What follows belongs to an exercise in optimizing a design on an open flow for small area and a short achievable clock period; a production flow would make more cautious choices. Where RTL was checked, it was by simulation tests only, not by an equivalence proof against the original. Power figures rest on the tool's default switching activity, not on a simulated workload.

## MS
==> module rf_mux32, before the edit <==
module rf_mux32 (input [31:0] sel, input [31:0] d, output q);
wire [3:0] u;
wire [1:0] v;
genvar j;
generate
    for (j = 0; j < 4; j = j + 1) begin : l1
        rf_mux8 x (.sel(sel[8*j +: 8]), .d(d[8*j +: 8]), .y(u[j]));
    end
endgenerate
g_nor2 v0 (.a(u[0]), .b(u[1]), .y(v[0]));
g_nor2 v1 (.a(u[2]), .b(u[3]), .y(v[1]));
g_nand2 o (.a(v[0]), .b(v[1]), .y(q));
endmodule
==> module rf_mux8, before the edit <==
module rf_mux8 (input [7:0] sel, input [7:0] d, output y);
assign y = |(sel & d);
endmodule
export LEC_CHECK = 0
export CAP_MARGIN = 20
export CORE_MARGIN = 2
export CORE_UTILIZATION = 40
export CTS_CLUSTER_DIAMETER = 80
export CTS_CLUSTER_SIZE = 24
export SLEW_MARGIN = 20
export SYNTH_HIERARCHICAL = 1
create_clock -name core_clock -period 9.0 [get_ports {clk}]
standard.sh (not shown) runs the stock make flow with config.mk's settings and CLKGATE_MAP_FILE= SYNTH_SCRIPT=/design/flow/synth_recipe.tcl, a recipe that flattens the netlist after the stock synthesis.
==> flow/flow/run.sh <==
#!/bin/bash
# Own layout flow: the standard flow (standard.sh, standard synthesis
# unchanged) with two changes to how the layout is made:
#  - port buffers are sky130_fd_sc_hd__buf_2 (timing repair resizes them),
#  - timing repair may change a cell's footprint in every step.
set -euo pipefail
export SETUP_SLACK_MARGIN=5
export BUFFER_PORTS_ARGS="-buffer_cell sky130_fd_sc_hd__buf_2"
sed 's|"\${@:-finish}"|MATCH_CELL_FOOTPRINT=0 "${@:-finish}"|' standard.sh > standard_own.sh
grep -q 'MATCH_CELL_FOOTPRINT=0' standard_own.sh
bash standard_own.sh > standard_flow.log 2>&1
Having completed the whole flow, MS delivered a layout that passed the timing, design-rule and antenna checks.
The inputs of JK differ from those of MS as listed below.
==> flow/design.v, changed modules only <==
module rf_mux32 (input [31:0] sel, input [31:0] d, output q);
wire [15:0] t;
wire [7:0] u;
wire [3:0] v;
wire [1:0] w;
wire qn;
genvar j;
generate
    for (j = 0; j < 8; j = j + 1) begin : l1
        rf_mux4 x (.sel(sel[4*j +: 4]), .d(d[4*j +: 4]), .y(u[j]));
    end
    for (j = 0; j < 4; j = j + 1) begin : l2
        g_nor2 x (.a(u[2*j]), .b(u[2*j+1]), .y(v[j]));
    end
    for (j = 0; j < 2; j = j + 1) begin : l3
        g_nand2 x (.a(v[2*j]), .b(v[2*j+1]), .y(w[j]));
    end
endgenerate
g_nor2 o (.a(w[0]), .b(w[1]), .y(qn));
g_inv i (.a(qn), .y(q));
endmodule
module rf_mux4 (input [3:0] sel, input [3:0] d, output y);
assign y = |(sel & d);
endmodule
// module rf_mux8 removed
Summary — portion of the clock cycle consumed by the worst path in the final layout, JK relative to MS: higher, by 0.32 points. Synthesized-area fraction occupied by ao, oa, aoi and oai cells delta for JK relative to MS: 1.1 points lower. Buffer and inverter count on the worst path: MS and JK compared, higher one is MS. Per the comparison of JK with MS, layout buffer count excluding clock buffers decreased 13; simple logic cell fraction of the synthesized area increased 2.3 points; routed length on met1 increased about 1.8%; peak per-stage delay on the critical path decreased 0.10 ns. MS reports its capturing element of the worst setup path as alu_p[22] while JK reports nzq[0]. JK: netlist area before placement higher than MS. Looking at final instance area across MS and JK, the one that comes out lower is MS.
Only the layout flow was run in JK; the RTL was not checked for function there.

========
== job 105 ==
Another version of the RTL of RF_ALU (not shown whole).
Size: about 4,200 cells after synthesis, about 170 I/O pins, ~48,000 um2 of cells after synthesis.
==> module rf_mux32, before the edit <==
module rf_mux32 (input [31:0] sel, input [31:0] d, output q);
wire [32:0] s = {1'b0, sel};
wire [32:0] e = {1'b0, d};
wire [10:0] t;
wire [2:0] u;
wire qn;
genvar j;
generate
    for (j = 0; j < 11; j = j + 1) begin : l1
        g_aoi222 x (.a1(s[3*j]), .a2(e[3*j]), .b1(s[3*j+1]), .b2(e[3*j+1]),
                    .c1(s[3*j+2]), .c2(e[3*j+2]), .y(t[j]));
    end
endgenerate
g_nand4 n0 (.a(t[0]), .b(t[1]), .c(t[2]), .d(t[3]), .y(u[0]));
g_nand4 n1 (.a(t[4]), .b(t[5]), .c(t[6]), .d(t[7]), .y(u[1]));
g_nand3 n2 (.a(t[8]), .b(t[9]), .c(t[10]), .y(u[2]));
g_nor3 o (.a(u[0]), .b(u[1]), .c(u[2]), .y(qn));
g_inv i (.a(qn), .y(q));
endmodule
==> module g_aoi222, before the edit <==
module g_aoi222 (input a1, input a2, input b1, input b2, input c1, input c2, output y);
assign y = ~((a1 & a2) | (b1 & b2) | (c1 & c2));
endmodule
==> module g_nor3, before the edit <==
module g_nor3 (input a, input b, input c, output y);
assign y = ~(a | b | c);
endmodule
export LEC_CHECK = 0
export CAP_MARGIN = 20
export CORE_MARGIN = 2
export CORE_UTILIZATION = 40
export CTS_CLUSTER_DIAMETER = 80
export CTS_CLUSTER_SIZE = 24
export SETUP_SLACK_MARGIN = 5
export SLEW_MARGIN = 20
export SYNTH_HIERARCHICAL = 1
create_clock -name core_clock -period 9.0 [get_ports {clk}]
run.sh (not shown) runs the stock make flow with config.mk's settings and CLKGATE_MAP_FILE= SYNTH_SCRIPT=/design/flow/synth_recipe.tcl, a recipe that flattens the netlist after the stock synthesis.
Stock flow here: none of the scripts above is used.
Modified inputs, job 102 compared to job 105
==> flow/design.v, changed modules only <==
module rf_mux32 (input [31:0] sel, input [31:0] d, output q);
wire [3:0] u;
wire [1:0] v;
genvar j;
generate
    for (j = 0; j < 4; j = j + 1) begin : l1
        rf_mux8 x (.sel(sel[8*j +: 8]), .d(d[8*j +: 8]), .y(u[j]));
    end
endgenerate
g_nor2 v0 (.a(u[0]), .b(u[1]), .y(v[0]));
g_nor2 v1 (.a(u[2]), .b(u[3]), .y(v[1]));
g_nand2 o (.a(v[0]), .b(v[1]), .y(q));
endmodule
module rf_mux8 (input [7:0] sel, input [7:0] d, output y);
assign y = |(sel & d);
endmodule
// module g_aoi222 removed
// module g_nor3 removed
Job 102 against job 105: initial antenna violation count rose 5, net load switching power fell 11%. Delta (job 102 minus job 105): count of mapped cells out of synthesis grew by 384, fraction of power consumed by the clock network grew by 1.7 points, distinct cell type count of the synthesized netlist shrank by 4.4%. A kind of critical path of flip-flop to primary output is what job 102 shows, while primary input to flip-flop belongs to job 105.
For job 105, only the layout was checked, not whether the RTL still works.

-- what the ideal ports hide --
How much do the figures lean on ideal ports? The routed layouts below were timed once more, with nothing changed but the port constraints. Step 1: set_driving_cell puts a clkbuf_16 on clk and a buf_2 on each other input, an assumption about the parent block. Step 2 times the ports against the registers' clock, not the clock port: input delays grow and output delays shrink by t, the midpoint of the rising clock arrivals with the driver on. a / b / c = ideal / step 1 / step 2; a / b = the first two.
run	shift t [ns]	setup slack, ns	latest minus earliest clock arrival (ns)
MS	0.798	4.914 / 4.856 / 4.058	0.054 / 0.054
JK	0.786	4.885 / 4.829 / 4.043	0.067 / 0.067
job 105	0.795	4.842 / 4.809 / 4.014	0.054 / 0.054
job 102	0.786	4.946 / 4.874 / 4.204	0.036 / 0.035
After both steps every run listed still meets setup and hold. The setup slack of MS, which loses most, moves by -0.058 ns with the drivers and by -0.856 ns with both steps.
